What follows belongs to an exercise in optimizing a design on an open flow for small area; a production flow would make more cautious choices. Where RTL was checked, it was by simulation tests only, not by an equivalence proof against the original. Power is estimated from default activity; no workload was simulated.

==> 02-04: inputs <==
Design activation, start of the top module:
module activation
    #(
        parameter int MATRIX_WIDTH = 14
    )(
        input   logic clk,
        input   logic rst,
        input   logic enable,
        input   logic [3:0] activation_function,
        input   logic is_signed,
        input   logic [32*MATRIX_WIDTH-1:0] data_in,
        output  logic [8*MATRIX_WIDTH-1:0] data_out
    );
    localparam logic [3:0] NO_ACTIVATION = 4'd0;
    localparam logic [3:0] RELU          = 4'd1;
    localparam logic [3:0] SIGMOID       = 4'd9;
    function automatic logic [7:0] sigmoid_unsigned_lut(input logic [8:0] idx);
        case (idx)
            9'd0: sigmoid_unsigned_lut = 8'd128;
            9'd1: sigmoid_unsigned_lut = 8'd130;
            9'd2: sigmoid_unsigned_lut = 8'd132;
            9'd3: sigmoid_unsigned_lut = 8'd134;
            9'd4: sigmoid_unsigned_lut = 8'd136;
            9'd5: sigmoid_unsigned_lut = 8'd138;
            9'd6: sigmoid_unsigned_lut = 8'd140;
            9'd7: sigmoid_unsigned_lut = 8'd142;
            9'd8: sigmoid_unsigned_lut = 8'd144;
            9'd9: sigmoid_unsigned_lut = 8'd146;
            9'd10: sigmoid_unsigned_lut = 8'd148;
            9'd11: sigmoid_unsigned_lut = 8'd150;
            9'd12: sigmoid_unsigned_lut = 8'd152;
            9'd13: sigmoid_unsigned_lut = 8'd154;
            9'd14: sigmoid_unsigned_lut = 8'd156;
            9'd15: sigmoid_unsigned_lut = 8'd157;
            9'd16: sigmoid_unsigned_lut = 8'd159;
            9'd17: sigmoid_unsigned_lut = 8'd161;
            9'd18: sigmoid_unsigned_lut = 8'd163;
            9'd19: sigmoid_unsigned_lut = 8'd165;
            9'd20: sigmoid_unsigned_lut = 8'd167;
            9'd21: sigmoid_unsigned_lut = 8'd169;
            9'd22: sigmoid_unsigned_lut = 8'd170;
            9'd23: sigmoid_unsigned_lut = 8'd172;
            9'd24: sigmoid_unsigned_lut = 8'd174;
            9'd25: sigmoid_unsigned_lut = 8'd176;
            9'd26: sigmoid_unsigned_lut = 8'd177;
            9'd27: sigmoid_unsigned_lut = 8'd179;
            9'd28: sigmoid_unsigned_lut = 8'd181;
            9'd29: sigmoid_unsigned_lut = 8'd182;
            9'd30: sigmoid_unsigned_lut = 8'd184;
            9'd31: sigmoid_unsigned_lut = 8'd186;
            9'd32: sigmoid_unsigned_lut = 8'd187;
            9'd33: sigmoid_unsigned_lut = 8'd189;
            9'd34: sigmoid_unsigned_lut = 8'd190;
  ...
Settings: LEC_CHECK=0, CAP_MARGIN=20, CORE_MARGIN=2, CORE_UTILIZATION=40, SLEW_MARGIN=20; clock period 5.0 ns.
run.sh (not shown) runs the stock make flow with config.mk's settings and CLKGATE_MAP_FILE= SYNTH_SCRIPT=/design/flow/synth_recipe.tcl, a recipe that flattens the netlist after the stock synthesis.
==> 05-03 (differences from 02-04) <==
--- a/flow/design.v
+++ b/flow/design.v
@@ -5,19 +5,18 @@
         input   logic clk,
         input   logic rst,
         input   logic enable,
         input   logic [3:0] activation_function,
         input   logic is_signed,
         input   logic [32*MATRIX_WIDTH-1:0] data_in,
         output  logic [8*MATRIX_WIDTH-1:0] data_out
     );
-    localparam logic [3:0] NO_ACTIVATION = 4'd0;
-    localparam logic [3:0] RELU          = 4'd1;
-    localparam logic [3:0] SIGMOID       = 4'd9;
+    localparam logic [3:0] RELU    = 4'd1;
+    localparam logic [3:0] SIGMOID = 4'd9;
     function automatic logic [7:0] sigmoid_unsigned_lut(input logic [8:0] idx);
         case (idx)
             9'd0: sigmoid_unsigned_lut = 8'd128;
             9'd1: sigmoid_unsigned_lut = 8'd130;
             9'd2: sigmoid_unsigned_lut = 8'd132;
             9'd3: sigmoid_unsigned_lut = 8'd134;
             9'd4: sigmoid_unsigned_lut = 8'd136;
             9'd5: sigmoid_unsigned_lut = 8'd138;
@@ -342,135 +341,72 @@
             8'sd66: sigmoid_signed_lut = 8'd126;
             8'sd67: sigmoid_signed_lut = 8'd126;
             8'sd68: sigmoid_signed_lut = 8'd126;
             8'sd69: sigmoid_signed_lut = 8'd126;
             8'sd70: sigmoid_signed_lut = 8'd126;
             default: sigmoid_signed_lut = 8'd0;
         endcase
     endfunction
-    logic [31:0] input_reg_cs [MATRIX_WIDTH-1:0];
-    logic [31:0] input_reg_ns [MATRIX_WIDTH-1:0];
-    logic [7:0] input_pipe0_cs [MATRIX_WIDTH-1:0];
-    logic [7:0] input_pipe0_ns [MATRIX_WIDTH-1:0];
-    logic [23:0] relu_round_reg_cs [MATRIX_WIDTH-1:0];
-    logic [23:0] relu_round_reg_ns [MATRIX_WIDTH-1:0];
-    logic [20:0] sigmoid_round_reg_cs [MATRIX_WIDTH-1:0];
-    logic [20:0] sigmoid_round_reg_ns [MATRIX_WIDTH-1:0];
-    logic [7:0] relu_out [MATRIX_WIDTH-1:0];
-    logic [7:0] sigmoid_out [MATRIX_WIDTH-1:0];
-    logic [7:0] output_reg_cs [MATRIX_WIDTH-1:0];
-    logic [7:0] output_reg_ns [MATRIX_WIDTH-1:0];
-    logic [3:0] activation_function_reg0_cs;
-    logic [3:0] activation_function_reg0_ns;
-    logic [3:0] activation_function_reg1_cs;
-    logic [3:0] activation_function_reg1_ns;
-    logic [1:0] is_signed_reg_cs;
-    logic [1:0] is_signed_reg_ns;
-    always_comb
-    begin
-        for(int i=0; i<MATRIX_WIDTH; i++)
-        begin
-            input_reg_ns[i] = data_in[32*i +: 32];
-            input_pipe0_ns[i] = input_reg_cs[i][31:24];
-            relu_round_reg_ns[i] = 24'(input_reg_cs[i][31:8]) + 24'(input_reg_cs[i][7]);
-            if(is_signed_reg_cs[0])
-                sigmoid_round_reg_ns[i] = {20'(input_reg_cs[i][31:12]) + 20'(input_reg_cs[i][11]), 1'b0};
-            else
-                sigmoid_round_reg_ns[i] = 21'(input_reg_cs[i][31:11]) + 21'(input_reg_cs[i][10]);
-        end
-    end
-    assign activation_function_reg0_ns  = activation_function;
-    assign activation_function_reg1_ns  = activation_function_reg0_cs;
-    assign is_signed_reg_ns[0] = is_signed;
-    assign is_signed_reg_ns[1] = is_signed_reg_cs[0]; 
-    always_comb
-    begin
-        for(int i=0; i<MATRIX_WIDTH; i++)
-        begin
-            if(is_signed_reg_cs[1])
-            begin
-                if($signed(relu_round_reg_cs[i]) < 0)
-                    relu_out[i] = 8'd0;
-                else if($signed(relu_round_reg_cs[i]) > 127)
-                    relu_out[i] = 8'd127;
-                else
-                    relu_out[i] = relu_round_reg_cs[i][7:0];
+    function automatic logic [7:0] act(input logic [31:0] x, input logic relu,
+                                       input logic sigm, input logic sgn);
+        logic [23:0] r;
+        logic [19:0] q;
+        logic [20:0] u;
+        r = x[31:8] + 24'(x[7]);
+        q = x[31:12] + 20'(x[11]);
+        u = x[31:11] + 21'(x[10]);
+        if (relu) begin
+            if (sgn) begin
+                if (r[23])                     act = 8'd0;
+                else if (|r[22:7])             act = 8'd127;
+                else                           act = r[7:0];
+            end else begin
+                if (|r[23:8])                  act = 8'd255;
+                else                           act = r[7:0];
             end
-            else
-            begin
-                if($unsigned(relu_round_reg_cs[i]) > 255)
-                    relu_out[i] = 8'd255;
-                else
-                    relu_out[i] = relu_round_reg_cs[i][7:0];
+        end else if (sigm) begin
+            if (sgn) begin
+                if ($signed(q) < -88)          act = 8'd0;
+                else if ($signed(q) > 70)      act = 8'd127;
+                else                           act = sigmoid_signed_lut(q[7:0]);
+            end else begin
+                if (u > 164)                   act = 8'd255;
+                else                           act = sigmoid_unsigned_lut(u[8:0]);
             end
-        end
-    end
-    always_comb
+        end else
+            act = x[31:24];
+    endfunction
+    logic [7:0] st1 [MATRIX_WIDTH-1:0];
+    logic [7:0] st2 [MATRIX_WIDTH-1:0];
+    logic [7:0] st3 [MATRIX_WIDTH-1:0];
+    logic       v1, v2;
+    wire relu_sel = (activation_function == RELU);
+    wire sigm_sel = (activation_function == SIGMOID);
+    always_ff @(posedge clk)
     begin
-        for(int i=0; i<MATRIX_WIDTH; i++)
-        begin
-            if(is_signed_reg_cs[1])
-            begin
-                if($signed(sigmoid_round_reg_cs[i][20:1]) < -88)
-                    sigmoid_out[i] = 8'd0;
-                else if($signed(sigmoid_round_reg_cs[i][20:1]) > 70)
-                    sigmoid_out[i] = 8'd127;
-                else
-                    sigmoid_out[i] = sigmoid_signed_lut(sigmoid_round_reg_cs[i][8:1]);
-            end
-            else
-            begin
-                if($unsigned(sigmoid_round_reg_cs[i]) > 164)
-                    sigmoid_out[i] = 8'd255;
-                else
-                    sigmoid_out[i] = sigmoid_unsigned_lut(sigmoid_round_reg_cs[i][8:0]);
-            end
+        if (rst) begin
+            v1 <= 1'b0;
+            v2 <= 1'b0;
+        end else if (enable) begin
+            v1 <= 1'b1;
+            v2 <= v1;
         end
     end
-    always_comb
+    always_ff @(posedge clk)
     begin
-        for(int i=0; i<MATRIX_WIDTH; i++)
-        begin
-            case(activation_function_reg1_cs)
-                RELU:           output_reg_ns[i] = relu_out[i];
-                SIGMOID:        output_reg_ns[i] = sigmoid_out[i];
-                default:        output_reg_ns[i] = input_pipe0_cs[i];
-            endcase
+        for (int i=0; i<MATRIX_WIDTH; i++) begin
+            if (enable) begin
+                st1[i] <= act(data_in[32*i +: 32], relu_sel, sigm_sel, is_signed);
+                st2[i] <= st1[i];
+            end
+            if (rst)
+                st3[i] <= '0;
+            else if (enable)
+                st3[i] <= v2 ? st2[i] : 8'd0;
         end
     end
     always_comb
     begin
-        for(int i=0; i<MATRIX_WIDTH; i++)
-            data_out[8*i +: 8] = output_reg_cs[i];
-    end
-    always_ff @(posedge clk)
-    begin
-        if(rst)
-        begin
-            for(int i=0; i<MATRIX_WIDTH; i++)
-            begin
-                output_reg_cs[i]        <= '0;
-                input_reg_cs[i]         <= '0;
-                input_pipe0_cs[i]       <= '0;
-                relu_round_reg_cs[i]    <= '0;
-                sigmoid_round_reg_cs[i] <= '0;
-            end
-            is_signed_reg_cs            <= '0;
-            activation_function_reg0_cs <= NO_ACTIVATION;
-            activation_function_reg1_cs <= NO_ACTIVATION;
-        end
-        else if(enable)
-        begin
-            for(int i=0; i<MATRIX_WIDTH; i++)
-            begin
-                output_reg_cs[i]        <= output_reg_ns[i];
-                input_reg_cs[i]         <= input_reg_ns[i];
-                input_pipe0_cs[i]       <= input_pipe0_ns[i];
-                relu_round_reg_cs[i]    <= relu_round_reg_ns[i];
-                sigmoid_round_reg_cs[i] <= sigmoid_round_reg_ns[i];
-            end
-            is_signed_reg_cs            <= is_signed_reg_ns;
-            activation_function_reg0_cs <= activation_function_reg0_ns;
-            activation_function_reg1_cs <= activation_function_reg1_ns;
-        end
+        for (int i=0; i<MATRIX_WIDTH; i++)
+            data_out[8*i +: 8] = st3[i];
     end
 endmodule
==> summary of the runs <==
Of 02-04 and 05-03, 05-03 has the higher utilization (gap 1.6 points).
Synthesized cell count: 05-03 is smaller than 02-04 (22%).
Routed wire length: 02-04 is higher than 05-03 (about 30%).
Worst hold slack: 02-04 is higher than 05-03 (0.072 ns).
Cell area: 05-03 is lower than 02-04 (29%).
In clock power, 02-04 is at 3.8 times the value of 05-03.
Final cell count: 05-03 is smaller than 02-04 (about 22%).
Between 05-03 and 02-04, the lower clock skew is in 05-03 (gap 0.0090 ns).
02-04 went through all stages and came out clean. 05-03 completed without violations.
==> figures <==
Worst setup margin: 05-03 0.6582 ns; 02-04 0.6590 ns
Startpoint class of the critical path: 05-03 input pin; 02-04 flop
Synth Area in Simple Gates: 05-03 26.84%; 02-04 20.70%
Sink Count: 05-03 338; 02-04 1,424
Sequential cell area in the final layout: 05-03 9009 sq um; 02-04 28,510 sq um
Clock network area share: 05-03 2.058%; 02-04 5.577%
Yosys cell types: 05-03 117; 02-04 111
Combined area of all synthesized cells: 05-03 61,470 sq um; 02-04 89,320 sq um
First-pass GRT wire length: 05-03 391.4 mm; 02-04 510.4 mm
Area share of the leading cell type in the synthesized netlist: 05-03 10.94%; 02-04 31.92%
Sequential share of the synthesized area: 05-03 14.66%; 02-04 31.92%
Mean number of vias per cell: 05-03 6.392; 02-04 6.072
Net switching power figure: 05-03 5345 uW; 02-04 9432 uW
Post-Route M1 WL: 05-03 110.3 mm; 02-04 149.0 mm
Met2 usage: 05-03 46.82%; 02-04 43.97%
Fraction of the mapped netlist area in adder cells: 05-03 9.188%; 02-04 6.094%
Result of the run: 05-03 complete, no violations; 02-04 complete, no violations
No functional check of the RTL was part of 02-04.

what the ideal ports hide:
The flow's constraints put no driver on any port. The routed layouts listed below were extracted and timed again, unchanged, in two steps.
Step 1, drivers: a clkbuf_16 drives clk and a buf_2 each remaining input, both assumed.
Step 2 times the ports against the registers' clock, not the clock port: input delays grow and output delays shrink by t, the midpoint of the rising clock arrivals with the driver on.
Three values: ideal ports, drivers, drivers and shift; two values: the first two.
run	t (ns)	setup WS [ns]	worst setup path after step 2	pins driven straight from the clock port
02-04	0.928	0.659 / 0.659 / 0.299	input to register	1
05-03	0.703	0.658 / 0.688 / -0.015	input to register	1
With both steps, setup timing fails in 05-03, where it was met with ideal ports. For 05-03, which loses most, drivers alone change the setup slack by +0.030 ns; drivers and shift together by -0.673 ns.
